Background: an optimization exercise with open tools, aiming at small area, a short achievable clock period and few clock cycles. Do not read the settings as production practice.
Only simulation tests tie the RTL to the original design; equivalence was not proved.

Design MM, start of the top module:
module MM(clk,i,j,reset,read,write,index,read_data,write_data,finish);
	input clk, reset;
	input [19:0] read_data;
	output [19:0] i, j;
	output read, write, index, finish;
	output [39:0] write_data;
	localparam S_SZ = 3'd0, S_RA = 3'd1, S_RB = 3'd2, S_W = 3'd3,
	           S_X = 3'd4, S_DR = 3'd5, S_FIN = 3'd6;
	reg [2:0] st, st_n;
	reg [2:0] k, k_n;           
	reg pend, pend_n;           
	reg [1:0] dcnt, dcnt_n;
	reg xcnt, xcnt_n;
	reg lastw, lastw_n;
	reg [19:0] row, row_n, col, col_n;    
	reg [19:0] mcr, mcr_n;      
	reg [2:0] mbm1, mbm1_n;
	reg [19:0] ir, ir_n, jr, jr_n;
	reg rd, rd_n, wr, wr_n, idx, idx_n, fin, fin_n;
	reg col0, col0_n, mc1, mc1_n, elast, nlast;
	wire col1 = (col == 20'd1);
	wire row0 = (row == 20'd0);
	wire row1 = (row == 20'd1);
	wire [19:0] rowm1 = row - 20'd1;
	wire [19:0] nrow = col0 ? rowm1 : row;
	wire [19:0] ncol = (col0 ? mcr : col) - 20'd1;
	always @(posedge clk) begin
		elast <= row0 & col0;
		nlast <= col0 ? (row1 & mc1) : (row0 & col1);
	end
	wire b1 = (mbm1 == 3'd0);
	wire b2 = (mbm1 == 3'd1);
	always @(*) begin
  ...
Size in the first run: roughly 320 flip-flops, about 110 I/O pins.
==> flow/config.mk <==
export PLATFORM = sky130hd
export DESIGN_NAME = MM
export DESIGN_NICKNAME = MM
export VERILOG_FILES = /design/flow/design.v
export SDC_FILE = /design/flow/constraint.sdc
export NUM_CORES = 4
export LEC_CHECK = 0
export CAP_MARGIN = 20
export CORE_MARGIN = 2
export CORE_UTILIZATION = 55
export CTS_BUF_LIST = sky130_fd_sc_hd__clkbuf_16
export CTS_CLUSTER_DIAMETER = 60
export CTS_CLUSTER_SIZE = 40
export SETUP_SLACK_MARGIN = 5
export SLEW_MARGIN = 20
==> flow/constraint.sdc <==
create_clock -name core_clock -period 9.0 [get_ports {clk}]
set_input_delay 1.8000 -clock core_clock [delete_from_list [all_inputs] [get_ports {clk}]]
set_output_delay 1.8000 -clock core_clock [all_outputs]
set_load 0.01 [all_outputs]
standard.sh (not shown) runs the stock make flow with config.mk's settings and CLKGATE_MAP_FILE= SYNTH_SCRIPT=/design/flow/synth_recipe.tcl, a recipe that flattens the netlist after the stock synthesis.
==> flow/flow/run.sh <==
#!/bin/bash
# Standard ORFS layout, with repair_timing aiming further below the clock period
# and small buffers on the ports.
set -euo pipefail
bash standard.sh SETUP_SLACK_MARGIN=6.0 "BUFFER_PORTS_ARGS=-buffer_cell sky130_fd_sc_hd__buf_2" finish > standard_flow.log 2>&1
The baseline ran to the end with no violations.
Testbench counts at the start, summed over its fixed seeds: cycles 19,884.
Then changed:
- CORE_UTILIZATION: 55 -> 40
- CTS_CLUSTER_DIAMETER: 60 -> 50
- CTS_CLUSTER_SIZE: 40 -> 50
Outcome: Via count went down slightly. Worst hold slack gets better by 3.1 ps. Maximum frequency went down slightly. Non-clock buffer count went up by 3. Area after synthesis does not change. Sequential cell count stays the same. Global-route usage went down by 7.9 points. Register-to-register slack gets better by 40 ps. Final area went up by a few percent. Worst setup slack gets worse by 17 ps.
Then changed:
==> flow/flow/run.sh (replaced) <==
#!/bin/bash
# Standard ORFS layout, with repair_timing aiming further below the clock period
# and small buffers on the ports.
set -euo pipefail
bash standard.sh SETUP_SLACK_MARGIN=5.9 "BUFFER_PORTS_ARGS=-buffer_cell sky130_fd_sc_hd__buf_2" finish > standard_flow.log 2>&1
- CTS_CLUSTER_DIAMETER: 50 -> 60
- CTS_CLUSTER_SIZE: 50 -> 40
After rerunning: First-iteration DRC count climbs by a few percent; setup slack degrades by 63 ps; routed wire length drops slightly; die area stays the same; maximum frequency drops by a few percent; synthesized cell count is unchanged; final cell count drops slightly; core utilization drops by 1.2 points; count of clock-buffer cells in the layout drops by 11; final area drops by a few percent; area after synthesis is unchanged.
Then changed:
==> flow/flow/run.sh (replaced) <==
#!/bin/bash
# Standard ORFS layout, with repair_timing aiming further below the clock period
# and small buffers on the ports.
set -euo pipefail
bash standard.sh SETUP_SLACK_MARGIN=6.2 "BUFFER_PORTS_ARGS=-buffer_cell sky130_fd_sc_hd__buf_2" finish > standard_flow.log 2>&1
Result: First-iteration DRC count fell by a few percent; sequential cell count does not change; area after synthesis does not change.


The RTL this note starts from:
==> flow/design.v <==
module MM(clk,i,j,reset,read,write,index,read_data,write_data,finish);
	input clk, reset;
	input [19:0] read_data;
	output [19:0] i, j;
	output read, write, index, finish;
	output [39:0] write_data;
	localparam S_SZ = 3'd0, S_RA = 3'd1, S_RB = 3'd2, S_W = 3'd3,
	           S_X = 3'd4, S_DR = 3'd5, S_FIN = 3'd6;
	reg [2:0] st, st_n;
	reg [2:0] k, k_n;           
	reg pend, pend_n;           
	reg [1:0] dcnt, dcnt_n;
	reg xcnt, xcnt_n;
	reg lastw, lastw_n;
	reg [19:0] row, row_n, col, col_n;    
	reg [19:0] mcr, mcr_n;      
	reg [2:0] mbm1, mbm1_n;
	reg [19:0] ir, ir_n, jr, jr_n;
	reg rd, rd_n, wr, wr_n, idx, idx_n, fin, fin_n;
	wire col0 = (col == 20'd0);
	wire row0 = (row == 20'd0);
	wire [19:0] rowm1 = row - 20'd1;
	wire [19:0] nrow = col0 ? rowm1 : row;
	wire [19:0] ncol = (col0 ? mcr : col) - 20'd1;
	wire elast = row0 & col0;
	wire nlast = col0 ? ((row == 20'd1) & (mcr == 20'd1)) : (row0 & (col == 20'd1));
	wire b1 = (mbm1 == 3'd0);
	wire b2 = (mbm1 == 3'd1);
	always @(*) begin
		st_n = st; k_n = k; pend_n = pend; dcnt_n = dcnt; xcnt_n = xcnt; lastw_n = lastw;
		row_n = row; col_n = col; mcr_n = mcr; mbm1_n = mbm1;
		ir_n = row; jr_n = col;    
		rd_n = 1'b0; wr_n = 1'b0; idx_n = 1'b0; fin_n = 1'b0;
		case (st)
		S_SZ: begin
			rd_n = 1'b1; wr_n = 1'b1;
			case (ir[1:0])
			2'd2: begin mcr_n = read_data; col_n = read_data; ir_n = 20'd0; end
			2'd0: begin col_n = ncol; row_n = read_data; ir_n = 20'd1; end
			default: begin
				row_n = rowm1; mbm1_n = read_data[2:0] - 3'd1;
				st_n = S_RA; k_n = 3'd0; pend_n = 1'b0; lastw_n = 1'b0;
				ir_n = rowm1; jr_n = 20'd0; wr_n = 1'b0;
			end
			endcase
		end
		S_RA: begin
			st_n = S_RB; ir_n = {17'd0, k}; jr_n = pend ? ncol : col;
			rd_n = 1'b1; idx_n = 1'b1;
		end
		S_RB: begin
			if (pend && (k == 3'd1 || b1)) begin
				st_n = S_W; ir_n = row; jr_n = col; wr_n = 1'b1;
			end else if (k != mbm1) begin
				st_n = S_RA; k_n = k + 3'd1;
				ir_n = pend ? nrow : row; jr_n = {17'd0, k + 3'd1}; rd_n = 1'b1;
			end else if (elast) begin
				st_n = S_DR; dcnt_n = 2'd3;
			end else if (b1 | b2) begin
				st_n = S_X; xcnt_n = b1; pend_n = 1'b1;
			end else begin
				st_n = S_RA; k_n = 3'd0; pend_n = 1'b1;
				ir_n = nrow; jr_n = 20'd0; rd_n = 1'b1;
			end
		end
		S_X: begin
			if (xcnt) xcnt_n = 1'b0;
			else begin
				st_n = S_RA; k_n = 3'd0; ir_n = nrow; jr_n = 20'd0; rd_n = 1'b1;
			end
		end
		S_W: begin
			if (lastw) begin
				st_n = S_FIN;
			end else begin
				row_n = nrow; col_n = ncol; pend_n = 1'b0;
				if (k != mbm1) begin
					st_n = S_RA; k_n = k + 3'd1;
					ir_n = nrow; jr_n = {17'd0, k + 3'd1}; rd_n = 1'b1;
				end else if (nlast) begin
					st_n = S_DR; dcnt_n = 2'd2;
				end else begin
					st_n = S_X; xcnt_n = 1'b0; pend_n = 1'b1;
				end
			end
		end
		S_DR: begin
			if (dcnt == 2'd0) begin
				st_n = S_W; lastw_n = 1'b1; ir_n = row; jr_n = col; wr_n = 1'b1; fin_n = 1'b1;
			end else dcnt_n = dcnt - 2'd1;
		end
		default: begin
			st_n = S_FIN;
		end
		endcase
	end
	always @(posedge clk) begin
		if (reset) begin
			st <= S_SZ; ir <= 20'd2; rd <= 1'b1; wr <= 1'b1; idx <= 1'b0; fin <= 1'b0;
		end else begin
			st <= st_n; ir <= ir_n; rd <= rd_n; wr <= wr_n; idx <= idx_n; fin <= fin_n;
		end
		k <= k_n; pend <= pend_n; dcnt <= dcnt_n; xcnt <= xcnt_n; lastw <= lastw_n;
		row <= row_n; col <= col_n; mcr <= mcr_n; mbm1 <= mbm1_n;
		jr <= jr_n;
	end
	assign i = ir;
	assign j = jr;
	assign read = rd;
	assign write = wr;
	assign index = idx;
	assign finish = fin;
	reg [19:0] areg, breg;
	always @(posedge clk) begin
		if (st == S_RA) areg <= read_data;
		if (st == S_RB) breg <= read_data;
	end
	wire [10:0] y = (st == S_RB) ? {areg[9:0], 1'b0} : areg[19:9];
	reg [4:0] e_one, e_two, e_neg;
	integer m;
	always @(posedge clk) begin
		for (m = 0; m < 5; m = m + 1) begin
			e_neg[m] <= y[2*m+2];
			e_one[m] <= y[2*m+1] ^ y[2*m];
			e_two[m] <= (y[2*m+2] & ~y[2*m+1] & ~y[2*m]) | (~y[2*m+2] & y[2*m+1] & y[2*m]);
		end
	end
	wire [20:0] bx = {breg[19], breg};
	wire [20:0] b2x = {breg, 1'b0};
	reg [29:0] r0, r1, r2, r3, r4, r5;
	reg [20:0] pp;
	integer q;
	always @(*) begin
		r0 = 30'd0; r1 = 30'd0; r2 = 30'd0; r3 = 30'd0; r4 = 30'd0; r5 = 30'd0;
		for (q = 0; q < 5; q = q + 1) begin
			pp = ((bx & {21{e_one[q]}}) | (b2x & {21{e_two[q]}})) ^ {21{e_neg[q]}};
			case (q)
			0: r0 = {9'd0, ~pp[20], pp[19:0]};
			1: r1 = {7'd0, ~pp[20], pp[19:0], 1'b0, e_neg[0]};
			2: r2 = {5'd0, ~pp[20], pp[19:0], 1'b0, e_neg[1], 2'd0};
			3: r3 = {3'd0, ~pp[20], pp[19:0], 1'b0, e_neg[2], 4'd0};
			default: r4 = {1'd0, ~pp[20], pp[19:0], 1'b0, e_neg[3], 6'd0};
			endcase
		end
		r5 = {21'd0, e_neg[4], 8'd0};
	end
	wire [29:0] a1s = r0 ^ r1 ^ r2;
	wire [29:0] a1c = {((r0 & r1) | (r0 & r2) | (r1 & r2)), 1'b0};
	wire [29:0] b1s = r3 ^ r4 ^ r5;
	wire [29:0] b1c = {((r3 & r4) | (r3 & r5) | (r4 & r5)), 1'b0};
	wire [29:0] a2s = a1s ^ a1c ^ b1s;
	wire [29:0] a2c = {((a1s & a1c) | (a1s & b1s) | (a1c & b1s)), 1'b0};
	wire [29:0] a3s = a2s ^ a2c ^ b1c;
	wire [29:0] a3c = {((a2s & a2c) | (a2s & b1c) | (a2c & b1c)), 1'b0};
	reg [29:0] ps, pc;
	reg v_lo1, f_lo1, v_hi1, v_lo2, f_lo2, v_hi2, f_lo3;
	always @(posedge clk) begin
		ps <= a3s; pc <= a3c;
		v_lo1 <= (st == S_RB); f_lo1 <= (st == S_RB) && (k == 3'd0);
		v_hi1 <= v_lo1; v_lo2 <= v_lo1; f_lo2 <= f_lo1; v_hi2 <= v_hi1;
		f_lo3 <= f_lo2;
	end
	wire [29:0] pr = ps + pc + {10'd683, 20'd0};
	reg [29:0] qh;     
	reg [9:0] ql;      
	always @(posedge clk) begin
		qh <= ({30{v_lo2}} & {{10{pr[29]}}, pr[29:10]}) | ({30{v_hi2}} & pr);
		ql <= {10{v_lo2}} & pr[9:0];
	end
	reg [29:0] acch;
	reg [9:0] accl;
	reg cy;
	wire [29:0] acchm = f_lo3 ? 30'd0 : acch;
	wire [9:0] acclm = f_lo3 ? 10'd0 : accl;
	wire [30:0] hsum = {acchm, 1'b1} + {qh, cy};    
	always @(posedge clk) begin
		acch <= hsum[30:1];
		{cy, accl} <= {1'b0, acclm} + {1'b0, ql};
	end
	wire [39:0] acc = {acch, accl};
	assign write_data = acc;
endmodule
Settings: LEC_CHECK=0, CAP_MARGIN=20, CORE_MARGIN=2, CORE_UTILIZATION=65, CTS_BUF_LIST=sky130_fd_sc_hd__clkbuf_16, CTS_CLUSTER_DIAMETER=60, CTS_CLUSTER_SIZE=40, PLACE_DENSITY=0.7, SETUP_SLACK_MARGIN=5, SLEW_MARGIN=20; clock period 9.0 ns.
==> flow/flow/run.sh <==
#!/bin/bash
# Standard ORFS layout, with repair_timing aiming further below the clock period
# and small buffers on the ports.
set -euo pipefail
bash standard.sh SETUP_SLACK_MARGIN=6.0 "BUFFER_PORTS_ARGS=-buffer_cell sky130_fd_sc_hd__buf_2" finish > standard_flow.log 2>&1
Testbench counts at the start, summed over its fixed seeds: cycles 19,884.
Change:
- CORE_UTILIZATION: 65 -> 40
- CTS_BUF_LIST: sky130_fd_sc_hd__clkbuf_16 -> sky130_fd_sc_hd__clkbuf_8
- CTS_CLUSTER_DIAMETER: 60 -> 50
- CTS_CLUSTER_SIZE: 40 -> 20
- PLACE_DENSITY: 0.7 -> default
Result: Sequential cell count is unchanged. Worst setup slack gets worse by 0.020 ns. Via count drops by 3.6%.
Change:
- CTS_BUF_LIST: sky130_fd_sc_hd__clkbuf_8 -> sky130_fd_sc_hd__clkbuf_16
- CTS_CLUSTER_DIAMETER: 50 -> 60
- CTS_CLUSTER_SIZE: 20 -> 40
- clock-buffer cell count went down by 10
- die area is unchanged
- non-clock buffer count went down by 16
- routed wire length went down slightly
- design area is about the same
- maximum frequency went up slightly

-- what the ideal ports hide --
Ports are ideal in the flow. The routed layouts listed here were re-timed in OpenROAD. Step 1: set_driving_cell puts a clkbuf_16 on clk and a buf_2 on each other input, an assumption about the parent block. Step 2 moves the port delays by t, midway between the first and last clock arrival at a register: inputs arrive t later, outputs are due t later. That takes back most of the time a late clock gives input paths. Slacks: ideal / step 1 / step 2; pairs: ideal / step 1.
run	t (ns)	setup WS [ns]	hold slack, ns	slew at the worst register clock pin (ns)	pins driven straight from the clock port
the first run of note 1	0.623	6.046 / 5.993 / 5.889	0.327 / 0.327 / 0.327	0.08 / 0.08	1
the second run of note 1	0.605	6.030 / 5.979 / 6.081	0.330 / 0.330 / 0.330	0.08 / 0.08	1
the third run of note 1	0.623	5.967 / 5.963 / 5.864	0.331 / 0.331 / 0.331	0.09 / 0.09	1
the fourth run of note 1	0.643	6.082 / 6.029 / 5.991	0.323 / 0.323 / 0.323	0.09 / 0.09	1
the first run of note 2	0.615	5.897 / 5.897 / 5.897	0.340 / 0.340 / 0.340	0.11 / 0.11	1
the second run of note 2	0.673	5.877 / 5.877 / 5.877	0.335 / 0.335 / 0.335	0.12 / 0.12	1
the third run of note 2	0.645	5.894 / 5.894 / 5.894	0.333 / 0.333 / 0.333	0.10 / 0.10	1
After both steps setup and hold are still met in every run listed. For the first run of note 1, which loses most, drivers alone change the setup slack by -0.053 ns; drivers and shift together by -0.157 ns.
